This is an optimization exercise on Yosys and OpenROAD, whose aim is small area, not a production implementation.
Function was checked by simulation only, so behaviour that the tests miss may differ from the original.
The clock input has no modelled driver; a real chip could not lean on it and would need a root buffer or a full tree.
Power and IR drop assume default switching activity.

Design TWireSerIntrfc, start of the top module:
module TWireSerIntrfc #(
  parameter I2CCLK = 100,  
  parameter SYSCLK = 100,  
  parameter [7:0] SLAVE_RD_ADDR = 8'h21,  
  parameter [7:0] SLAVE_WR_ADDR = 8'h20   
)
(
  input         clk,
  input         async_rst,
  input         sync_rst,
  input         rw,
  input         valid_in,
  input  [15:0] reg_addr,
  input  [15:0] data_in,
  output        valid_out,
  output [15:0] data_out,
  output        busy,
  output        error,
  input         SDA_I,
  output        SDA_O,
  output        SDA_T,
  output        SCL
);
For scale: ~250 cells after synthesis, roughly 44 flip-flops, roughly 0.0022 mm2 of cells after synthesis.
export LEC_CHECK = 0
export ABC_AREA = 1
export CAP_MARGIN = 20
export CORE_MARGIN = 2
export CORE_UTILIZATION = 40
export GPL_TIMING_DRIVEN = 0
export SLEW_MARGIN = 20
create_clock -name core_clock -period 10.0 [get_ports {clk}]
standard.sh (not shown) runs the stock make flow with config.mk's settings and CLKGATE_MAP_FILE= SYNTH_SCRIPT=/design/flow/synth_recipe.tcl, a recipe that flattens the netlist after the stock synthesis.
==> flow/flow/run.sh <==
#!/bin/bash
# The standard layout (standard.sh) with these changes:
#  - synthesis maps the logic with an area-oriented ABC script (flow/abc_area.script,
#    used through a copy of ORFS's scripts folder; registers are left as they are);
#  - combinational cells get their smallest drive strength after floorplan
#    (flow/downsize.tcl); later repair steps size up where needed;
#  - the port buffers use the smallest buffer cell;
#  - CTS runs with the arguments in flow/cts_args; its root buffer and four leaf
#    buffers are then replaced by two buf_12 clock buffers, each driving half of
#    the registers, fed straight from the clock port (flow/clock_merge.tcl).
set -euo pipefail
rm -rf scripts_abc
cp -r "$FLOW_HOME/scripts" scripts_abc
cp flow/abc_area.script scripts_abc/abc_area.script
SCRIPTS_DIR="$PWD/scripts_abc" bash standard.sh synth > standard_synth.log 2>&1
export BUFFER_PORTS_ARGS="-buffer_cell sky130_fd_sc_hd__buf_1"
export CTS_ARGS="$(cat flow/cts_args)"
export POST_CTS_TCL="$PWD/flow/clock_merge.tcl"
bash standard.sh floorplan > standard_floorplan.log 2>&1
ODB="orfs/results/${FLOW_PLATFORM}/TWireSerIntrfc/base/2_floorplan.odb" openroad -no_init -exit flow/downsize.tcl > downsize.log 2>&1
bash standard.sh > standard_finish.log 2>&1
==> flow/flow/abc_area.script <==
strash
dch -f
map -a
mfs2
strash
dch -f
map -a
mfs2
map -a
topo
==> flow/flow/clock_merge.tcl <==
# POST_CTS hook: replace the two-level clock tree that CTS built (a root buffer
# driving four leaf buffers) by two buffers fed straight from the clock port:
# the leaves are paired by position, each pair's registers move to one buffer
# of the pair, which becomes a buf_12, and the other buffer and the root are
# removed.
set block [ord::get_db_block]
set root [$block findInst clkbuf_0_clk]
if {$root eq "NULL" || $root eq ""} { error "clock_merge: no root clock buffer" }
set clknet [[$root findITerm A] getNet]
set rootnet [[$root findITerm X] getNet]
set leaves {}
foreach inst [$block getInsts] {
  if {$inst eq $root} { continue }
  if {[string match "clkbuf_*" [$inst getName]]} {
    if {[[$inst findITerm A] getNet] ne $rootnet} { error "clock_merge: unexpected tree" }
    lappend leaves [list [lindex [$inst getLocation] 0] $inst]
  }
}
if {[llength $leaves] != 4} { error "clock_merge: expected 4 leaf buffers" }
set leaves [lsort -integer -index 0 $leaves]
foreach {a b} $leaves {
  set keep [lindex $a 1]
  set drop [lindex $b 1]
  set keepnet [[$keep findITerm X] getNet]
  set dropnet [[$drop findITerm X] getNet]
  set sinks {}
  foreach it [$dropnet getITerms] {
    if {[$it getInst] ne $drop} { lappend sinks $it }
  }
  foreach it $sinks { $it disconnect; $it connect $keepnet }
  odb::dbInst_destroy $drop
  odb::dbNet_destroy $dropnet
  [$keep findITerm A] disconnect
  [$keep findITerm A] connect $clknet
  if {![$keep swapMaster [[ord::get_db] findMaster sky130_fd_sc_hd__buf_12]]} { error "clock_merge: swap failed" }
  puts "clock_merge: [$keep getName] drives [expr {[llength [$keepnet getITerms]] - 1}] pins"
}
odb::dbInst_destroy $root
odb::dbNet_destroy $rootnet
estimate_parasitics -placement
report_check_types -max_slew -violators
report_checks -path_delay min -format end -group_path_count 3
report_checks -path_delay max -format end -group_path_count 3
==> flow/flow/cts_args <==
-sink_clustering_enable -repair_clock_nets -buf_list sky130_fd_sc_hd__clkbuf_16 -dont_use_dummy_load
Other scripts of this flow, unchanged in this note and not shown: flow/flow/downsize.tcl
==> next run, changes <==
--- a/flow/flow/run.sh
+++ b/flow/flow/run.sh
@@ -7,5 +7,5 @@
 #  - the port buffers use the smallest buffer cell;
 #  - CTS runs with the arguments in flow/cts_args; its root buffer and four leaf
-#    buffers are then replaced by two buf_12 clock buffers, each driving half of
+#    buffers are then replaced by two clkbuf_8 clock buffers, each driving half of
 #    the registers, fed straight from the clock port (flow/clock_merge.tcl).
 set -euo pipefail
--- a/flow/flow/clock_merge.tcl
+++ b/flow/flow/clock_merge.tcl
@@ -2,5 +2,5 @@
 # driving four leaf buffers) by two buffers fed straight from the clock port:
 # the leaves are paired by position, each pair's registers move to one buffer
-# of the pair, which becomes a buf_12, and the other buffer and the root are
+# of the pair, which becomes a clkbuf_8, and the other buffer and the root are
 # removed.
 set block [ord::get_db_block]
@@ -33,5 +33,5 @@
   [$keep findITerm A] disconnect
   [$keep findITerm A] connect $clknet
-  if {![$keep swapMaster [[ord::get_db] findMaster sky130_fd_sc_hd__buf_12]]} { error "clock_merge: swap failed" }
+  if {![$keep swapMaster [[ord::get_db] findMaster sky130_fd_sc_hd__clkbuf_8]]} { error "clock_merge: swap failed" }
   puts "clock_merge: [$keep getName] drives [expr {[llength [$keepnet getITerms]] - 1}] pins"
 }
- CORE_UTILIZATION: 40 -> 65
Outcome: Power came out lower by 2.6%. Non-clock buffer count is unchanged. Design area went down by 1.9%. Core utilization rises by 29 points. Cell count falls by 6.8%. Clock-buffer cell count does not change. Routed wire length went up by 6.9%. Clock skew is about the same. Via count came out higher by 6.7%. Worst hold slack improves by 0.0095 ns. First-iteration DRC count came out higher by 130%.
==> next run, changes <==
--- a/flow/flow/run.sh
+++ b/flow/flow/run.sh
@@ -6,7 +6,6 @@
 #    (flow/downsize.tcl); later repair steps size up where needed;
 #  - the port buffers use the smallest buffer cell;
-#  - CTS runs with the arguments in flow/cts_args; its root buffer and four leaf
-#    buffers are then replaced by two clkbuf_8 clock buffers, each driving half of
-#    the registers, fed straight from the clock port (flow/clock_merge.tcl).
+#  - CTS runs with the arguments in flow/cts_args; its tree is then collapsed
+#    into the root buffer, which drives all register clock pins (flow/clock_merge.tcl).
 set -euo pipefail
 rm -rf scripts_abc
--- a/flow/flow/clock_merge.tcl
+++ b/flow/flow/clock_merge.tcl
@@ -2,5 +2,5 @@
 # driving four leaf buffers) by two buffers fed straight from the clock port:
 # the leaves are paired by position, each pair's registers move to one buffer
-# of the pair, which becomes a clkbuf_8, and the other buffer and the root are
+# of the pair, which becomes a buf_12, and the other buffer and the root are
 # removed.
 set block [ord::get_db_block]
@@ -33,5 +33,5 @@
   [$keep findITerm A] disconnect
   [$keep findITerm A] connect $clknet
-  if {![$keep swapMaster [[ord::get_db] findMaster sky130_fd_sc_hd__clkbuf_8]]} { error "clock_merge: swap failed" }
+  if {![$keep swapMaster [[ord::get_db] findMaster sky130_fd_sc_hd__buf_12]]} { error "clock_merge: swap failed" }
   puts "clock_merge: [$keep getName] drives [expr {[llength [$keepnet getITerms]] - 1}] pins"
 }
- CORE_UTILIZATION: 65 -> 40
- GPL_TIMING_DRIVEN: 0 -> default
Effect:
- worst setup slack gets better by 0.22 ns
- die area goes up by 58%
- final area goes up by 2.2%
- global-route usage goes down by 11 points
- hold slack gets worse by 0.0075 ns
- register-to-register slack gets better by 0.14 ns
- first-iteration DRC count goes down by 42%
- count of clock-buffer cells in the layout stays the same
==> next run, changes <==
--- a/flow/flow/clock_merge.tcl
+++ b/flow/flow/clock_merge.tcl
@@ -2,6 +2,5 @@
 # driving four leaf buffers) by two buffers fed straight from the clock port:
 # the leaves are paired by position, each pair's registers move to one buffer
-# of the pair, which becomes a buf_12, and the other buffer and the root are
-# removed.
+# of the pair, and the other buffer and the root are removed.
 set block [ord::get_db_block]
 set root [$block findInst clkbuf_0_clk]
@@ -33,5 +32,4 @@
   [$keep findITerm A] disconnect
   [$keep findITerm A] connect $clknet
-  if {![$keep swapMaster [[ord::get_db] findMaster sky130_fd_sc_hd__buf_12]]} { error "clock_merge: swap failed" }
   puts "clock_merge: [$keep getName] drives [expr {[llength [$keepnet getITerms]] - 1}] pins"
 }
Critical path depth does not change.
Wire length barely changes.
First-iteration DRC count goes up by 3.0%.
==> next run, changes <==
--- a/flow/flow/run.sh
+++ b/flow/flow/run.sh
@@ -6,6 +6,5 @@
 #    (flow/downsize.tcl); later repair steps size up where needed;
 #  - the port buffers use the smallest buffer cell;
-#  - CTS runs with the arguments in flow/cts_args; its tree is then collapsed
-#    into the root buffer, which drives all register clock pins (flow/clock_merge.tcl).
+#  - the clock tree uses the CTS arguments in flow/cts_args.
 set -euo pipefail
 rm -rf scripts_abc
@@ -15,5 +14,4 @@
 export BUFFER_PORTS_ARGS="-buffer_cell sky130_fd_sc_hd__buf_1"
 export CTS_ARGS="$(cat flow/cts_args)"
-export POST_CTS_TCL="$PWD/flow/clock_merge.tcl"
 bash standard.sh floorplan > standard_floorplan.log 2>&1
 ODB="orfs/results/${FLOW_PLATFORM}/TWireSerIntrfc/base/2_floorplan.odb" openroad -no_init -exit flow/downsize.tcl > downsize.log 2>&1
==> flow/flow/cts_args (replaced) <==
-sink_clustering_enable -repair_clock_nets -buf_list sky130_fd_sc_hd__clkbuf_4 -dont_use_dummy_load
- CORE_UTILIZATION: 40 -> 80
removed: flow/flow/clock_merge.tcl
What happened:
- This time the run aborted during global placement (3_3_place_gp)
- synthesized area is unchanged
- synthesized cell count is unchanged
==> next run, changes <==
==> flow/flow/abc_area.script (replaced) <==
strash
balance
rewrite
refactor
balance
rewrite
rewrite -z
balance
refactor -z
rewrite -z
balance
dc2
dch -f
map -a
mfs2
map -a
topo
==> flow/flow/cts_args (replaced) <==
-sink_clustering_enable -repair_clock_nets -buf_list sky130_fd_sc_hd__clkbuf_8 -sink_clustering_size 24 -sink_clustering_max_diameter 200 -dont_use_dummy_load
- CORE_UTILIZATION: 80 -> 40
After rerunning: Now the flow produced a clean layout; synthesized cell count climbs by 3.6%; synthesized area climbs by 0.45%.

static timing again, ports no longer ideal:
The results above use ideal ports. As a check the final layouts listed here were re-extracted and re-timed, cells and wires unchanged. Step 1, drivers: a clkbuf_16 drives clk and a buf_2 each remaining input, both assumed. Step 2, shift: input delay + t, output delay - t, t = (earliest + latest rising clock arrival at the registers) / 2. This alone moves slack from input paths to output paths. a / b / c = no drivers / after step 1 / after step 2; a / b = the first two.
| run | shift t [ns] | setup WS [ns] | worst hold slack (ns) | slew at the worst register clock pin (ns) | worst data-port slew with drivers (ns) |
|---|---|---|---|---|---|
| the first run | 0.167 | 4.707 / 4.663 / 4.829 | 0.449 / 0.449 / 0.449 | 0.09 / 0.09 | 0.03 |
| the second run | 0.209 | 4.579 / 4.540 / 4.749 | 0.458 / 0.458 / 0.458 | 0.12 / 0.12 | 0.04 |
| the third run | 0.171 | 4.801 / 4.751 / 4.822 | 0.451 / 0.451 / 0.451 | 0.09 / 0.09 | 0.03 |
| the fourth run | 0.194 | 4.731 / 4.683 / 4.826 | 0.449 / 0.449 / 0.449 | 0.09 / 0.09 | 0.03 |
| the sixth run | 0.310 | 4.829 / 4.807 / 4.807 | 0.424 / 0.424 / 0.424 | 0.09 / 0.09 | 0.04 |
After both steps every run listed still meets setup and hold. For the sixth run, which loses most, drivers alone change the setup slack by -0.022 ns; drivers and shift together by -0.022 ns.
